Source: an optimization exercise on an open RTL-to-GDS flow (aim: small area). Production flows keep margins and buffers that such runs may drop. In this exercise RTL edits were held to simulation tests only and were not proved equivalent to the original. The clock port is modelled as an ideal driver, which makes a skipped or thinned clock tree look cheaper than it is; a real chip needs a root buffer or a tree. Power and IR drop assume default switching activity.

==> module clock_1hz, before the edit <==
module clock_1hz(clk, rst, clk_500hz, clk_1hz, scan, start);
    input clk;
    input rst;
    input clk_500hz;
    output clk_1hz;
    output reg [1:0] scan;
    output start;
    localparam [6:0] HH_START = 7'b0101010;
    localparam [6:0] HH_LAST = 7'b1101010;
    reg [6:0] hh;
    wire last = (hh == HH_LAST);
    assign start = (hh == HH_START);
    assign clk_1hz = clk_500hz & (scan == 2'd1) & last;
    always @(posedge clk)
        if (rst)
        begin
            scan <= 2'd2;
            hh <= HH_START;
        end
        else
        begin
            if (clk_500hz)
                scan <= scan + 2'd1;
            if (clk_500hz && scan == 2'd3)
                hh <= {hh[5:0], hh[6] ^ hh[0] ^ last};
        end
endmodule
==> module bopit, before the edit <==
module bopit(clk, rst, btnR, btnD, btnL, btnU, btnS, sw, seg, an, led, speaker);
    input clk;
    input rst;
    input btnR, btnS, btnD, btnU, btnL;
    input [7:0] sw;
    output [7:0] led;
    output [7:0] seg;
    output [3:0] an;
    output speaker;
    wire clk_1hz, clk_500hz;
    wire [4:0] randomBop;
    reg [1:0] signal;
    reg [3:0] seg_number;
    reg [3:0] ledCode;       
    reg [3:0] ledReg;
    reg [3:0] bopCode;
    reg [3:0] ones_seconds;
    wire timeout = ones_seconds[3] & ones_seconds[1];
    reg [3:0] ones_score;
    reg [3:0] tens_score;
    reg gameOn;
    reg roundWon;
    reg [1:0] roundDelay;
    reg [8:0] fail_count;
    wire scan_start;
    wire [1:0] scan_c;
    wire [1:0] an_number = scan_start ? 2'd0 : scan_c;
    wire [1:0] an_index = scan_start ? 2'd0 : scan_c + 2'd1;
    notes bop_notes(.clk(clk), .rst(rst), .signal(signal), .speaker(speaker));
    randomNumber randomNum(.clk(clk), .rst(rst), .data(randomBop));
    clock_500hz clock_500(.clk(clk), .rst(rst), .clk_500hz(clk_500hz));
    clock_1hz clock_1(.clk(clk), .rst(rst), .clk_500hz(clk_500hz), .clk_1hz(clk_1hz), .scan(scan_c), .start(scan_start));
    display7 segmentDisplay(.seg_number(seg_number), .an_number(an_number), .seg(seg), .an(an));
    assign led = ledReg[3] ? 8'd0 : (8'd1 << ledReg[2:0]);
    wire [3:0] newCode = randomBop % 12;
    wire anyPress = (|sw) | btnU | btnL | btnD | btnR;
    reg correct;
    always @(*)
        case (bopCode)
            4'd8: correct = btnU;
            4'd9: correct = btnR;
            4'd10: correct = btnD;
            4'd11: correct = btnL;
            default: correct = sw[bopCode[2:0]];
        endcase
    always @(posedge clk)
    if (rst)
    begin
        ones_seconds <= 0;
        ones_score <= 0;
        tens_score <= 0;
        bopCode <= 0;
        ledCode <= 4'b1000;
        gameOn <= 1;
        roundWon <= 0;
        roundDelay <= 0;
        signal <= 0;
        fail_count <= 0;
        seg_number <= 0;
        ledReg <= 4'b1000;
    end
    else
    begin
        if (btnS)
        begin
            roundWon <= 0;
            roundDelay <= 0;
            gameOn <= 1;
            ones_score <= 0;
            tens_score <= 0;
            ones_seconds <= 0;
            bopCode <= newCode;
            fail_count <= 0;
        end
        if (!roundWon)
        begin
            if (correct)
                roundWon <= 1;
            else if (anyPress)
                gameOn <= 0;
        end
        if (clk_1hz && gameOn)
        begin
            if (roundWon)
            begin
                if (roundDelay == 0)
                    signal <= 1;
                if (roundDelay == 1)
                    signal <= 0;
                if (roundDelay == 3)
                begin
                    roundWon <= 0;
                    roundDelay <= 0;
                    bopCode <= newCode;
                    if (ones_score == 4'd9)
                    begin
                        ones_score <= 0;
                        tens_score <= tens_score + 4'd1;
                    end
                    else
                        ones_score <= ones_score + 4'd1;
                end
                else
                    roundDelay <= roundDelay + 2'd1;
                ones_seconds <= 0;
            end
            else
                ones_seconds <= ones_seconds + 4'd1;
        end
        if (timeout)
        begin
            ones_seconds <= 0;
            gameOn <= 0;
        end
        if (clk_500hz)
        begin
            if (gameOn)
            begin
                case (an_index)
                    2'd0:
                    begin
                        seg_number <= bopCode[3] ? 4'd8 : 4'd5;
                        ledCode <= bopCode;
                        ledReg <= ledCode;
                    end
                    2'd1: seg_number <= {1'b0, bopCode[2:0]};
                    2'd2: seg_number <= 4'd0;
                    default: seg_number <= ones_seconds;
                endcase
            end
            else
            begin
                if (fail_count != 9'd500)
                begin
                    signal <= 2;
                    fail_count <= fail_count + 9'd1;
                end
                else
                    signal <= 0;
                case (an_index)
                    2'd2: seg_number <= tens_score;
                    2'd3: seg_number <= ones_score;
                    default: seg_number <= 4'd0;
                endcase
            end
        end
    end
endmodule
clock: 10.0 ns
lec_check: 0
cap_margin: 20
core_margin: 2
core_utilization: 40
slew_margin: 20
standard.sh (not shown) runs the stock make flow with config.mk's settings and CLKGATE_MAP_FILE= SYNTH_SCRIPT=/design/flow/synth_recipe.tcl, a recipe that flattens the netlist after the stock synthesis.
==> flow/flow/run.sh <==
#!/bin/bash
# The standard layout (standard.sh) with these changes:
#  - synthesis is synth_recipe.tcl unchanged except that the abc pass uses
#    flow/abc_deep.script (area-oriented) instead of ORFS's speed script, and
#    adders are left to abc instead of being mapped to half/full adder cells
#  - port buffers are buf_1 instead of clkdlybuf4s50_1
#  - clock tree synthesis adds no dummy loads and uses only clkbuf_8; after
#    it, flow/reclk.tcl replaces that tree with 3 clkbuf_16 driven by the
#    clock port, one per third of the registers (see reclk.tcl)
# Every tool's output is in standard.log, reclk.log, standard_finish.log and
# under orfs/logs/.
set -euo pipefail
W=$PWD
export OWN_ABC_SCRIPT=$W/flow/abc_deep.script
sed "s|^source \$::env(SCRIPTS_DIR)/synth.tcl|source $W/flow/abc_hook.tcl\nsource \$::env(SCRIPTS_DIR)/synth.tcl|" synth_recipe.tcl > own_synth.tcl
grep -q abc_hook own_synth.tcl
sed "s|/synth_recipe.tcl|/own_synth.tcl|; s|CLKGATE_MAP_FILE= |CLKGATE_MAP_FILE= ADDER_MAP_FILE= |" standard.sh > own_standard.sh
grep -q "ADDER_MAP_FILE= " own_standard.sh
grep -q own_synth.tcl own_standard.sh
export BUFFER_PORTS_ARGS="-buffer_cell sky130_fd_sc_hd__buf_1"
export CTS_ARGS="-sink_clustering_enable -repair_clock_nets -dont_use_dummy_load -root_buf sky130_fd_sc_hd__clkbuf_8 -buf_list sky130_fd_sc_hd__clkbuf_8"
bash own_standard.sh cts > standard.log 2>&1
R=orfs/results/$FLOW_PLATFORM/bopit/base
cat > reclk_run.tcl <<EOT
read_liberty $FLOW_HOME/platforms/$FLOW_PLATFORM/lib/sky130_fd_sc_hd__tt_025C_1v80.lib
read_db $R/4_1_cts.odb
read_sdc $R/4_cts.sdc
source $W/flow/reclk.tcl
write_db $R/4_1_cts.odb
EOT
RECLK_NB=3 RECLK_BUF=sky130_fd_sc_hd__clkbuf_16 RECLK_PORT=clk openroad -no_init -exit reclk_run.tcl > reclk.log 2>&1
grep -q "reclk: " reclk.log
bash own_standard.sh finish > standard_finish.log 2>&1
Other scripts of this flow, unchanged in this note and not shown: flow/flow/abc_deep.script, flow/flow/abc_hook.tcl, flow/flow/reclk.tcl
Then changed:
--- a/flow/design.v
+++ b/flow/design.v
@@ -58,36 +58,25 @@
         data <= 5'h1f;
     else
         data <= data_next;
    end
 endmodule
-module clock_1hz(clk, rst, clk_500hz, clk_1hz, scan, start);
+module clock_1hz(clk, rst, clk_500hz, clk_1hz);
     input clk;
     input rst;
     input clk_500hz;
     output clk_1hz;
-    output reg [1:0] scan;
-    output start;
-    localparam [6:0] HH_START = 7'b0101010;
-    localparam [6:0] HH_LAST = 7'b1101010;
-    reg [6:0] hh;
-    wire last = (hh == HH_LAST);
-    assign start = (hh == HH_START);
-    assign clk_1hz = clk_500hz & (scan == 2'd1) & last;
+    localparam [8:0] HI_FIRST = 9'b001101110;
+    localparam [8:0] HI_LAST = 9'b000110111;
+    reg [8:0] hi;
+    wire last = (hi == HI_LAST);
+    assign clk_1hz = clk_500hz & last;
     always @(posedge clk)
         if (rst)
-        begin
-            scan <= 2'd2;
-            hh <= HH_START;
-        end
-        else
-        begin
-            if (clk_500hz)
-                scan <= scan + 2'd1;
-            if (clk_500hz && scan == 2'd3)
-                hh <= {hh[5:0], hh[6] ^ hh[0] ^ last};
-        end
+            hi <= HI_FIRST;
+        else if (clk_500hz)
+            hi <= {hi[7:0], hi[8] ^ hi[4] ^ last};
 endmodule
 module clock_500hz(clk, rst, clk_500hz);
     input clk;
     input rst;
     output clk_500hz;
@@ -122,18 +111,18 @@
     reg [3:0] tens_score;
     reg gameOn;
     reg roundWon;
     reg [1:0] roundDelay;
     reg [8:0] fail_count;
-    wire scan_start;
-    wire [1:0] scan_c;
+    reg scan_start;
+    reg [1:0] scan_c;
     wire [1:0] an_number = scan_start ? 2'd0 : scan_c;
     wire [1:0] an_index = scan_start ? 2'd0 : scan_c + 2'd1;
     notes bop_notes(.clk(clk), .rst(rst), .signal(signal), .speaker(speaker));
     randomNumber randomNum(.clk(clk), .rst(rst), .data(randomBop));
     clock_500hz clock_500(.clk(clk), .rst(rst), .clk_500hz(clk_500hz));
-    clock_1hz clock_1(.clk(clk), .rst(rst), .clk_500hz(clk_500hz), .clk_1hz(clk_1hz), .scan(scan_c), .start(scan_start));
+    clock_1hz clock_1(.clk(clk), .rst(rst), .clk_500hz(clk_500hz), .clk_1hz(clk_1hz));
     display7 segmentDisplay(.seg_number(seg_number), .an_number(an_number), .seg(seg), .an(an));
     assign led = ledReg[3] ? 8'd0 : (8'd1 << ledReg[2:0]);
     wire [3:0] newCode = randomBop % 12;
     wire anyPress = (|sw) | btnU | btnL | btnD | btnR;
     reg correct;
@@ -147,10 +136,12 @@
         endcase
     always @(posedge clk)
     if (rst)
     begin
         ones_seconds <= 0;
+        scan_start <= 1;
+        scan_c <= 2;
         ones_score <= 0;
         tens_score <= 0;
         bopCode <= 0;
         ledCode <= 4'b1000;
         gameOn <= 1;
@@ -214,10 +205,13 @@
             ones_seconds <= 0;
             gameOn <= 0;
         end
         if (clk_500hz)
         begin
+            scan_c <= scan_c + 2'd1;
+            if (scan_c == 2'd3)
+                scan_start <= 0;
             if (gameOn)
             begin
                 case (an_index)
                     2'd0:
                     begin
Effect:
- utilization goes up by 0.31 points
- final area goes up by 1.8%
- routed wire length goes up by 3.9%
- area after synthesis goes up by 2.2%
- first-iteration DRC count goes down by 5.6%
- power goes down by 1.2%
- setup slack improved by 68 ps
- combinational power goes down by 14%
- fmax goes up by 1.8%
- global-route usage is about the same
- sequential cell count goes up by 3
- synthesized cell count goes up by 1.2%
- worst hold slack is about the same
No run of this note takes its clock network from TritonCTS; it comes from the design's own scripts or RTL.

-- re-timing with driven ports --
Ports are ideal in the flow. The routed layouts listed here were re-timed in OpenROAD.
Step 1 (the two cells are an assumption about what drives the block):
set clk [get_ports {clk}]
set_driving_cell -lib_cell sky130_fd_sc_hd__clkbuf_16 $clk
set_driving_cell -lib_cell sky130_fd_sc_hd__buf_2 [delete_from_list [all_inputs] $clk]
Step 2 adds t to the input delays and takes it off the output delays; t is the mean of the earliest and latest rising clock arrival at the registers after step 1. Input paths then give back, and output paths get back, about the clock's delay inside the block.
Slacks: ideal / step 1 / step 2; pairs: ideal / step 1.
| run | t (ns) | setup WS [ns] | worst setup path at the end | clock arrival spread, ns |
|---|---|---|---|---|
| the first run | 0.211 | 6.095 / 6.036 / 6.162 | register to register | 0.010 / 0.010 |
| the second run | 0.211 | 6.164 / 6.104 / 6.202 | input to register | 0.007 / 0.008 |
After both steps setup and hold are still met in every run listed.
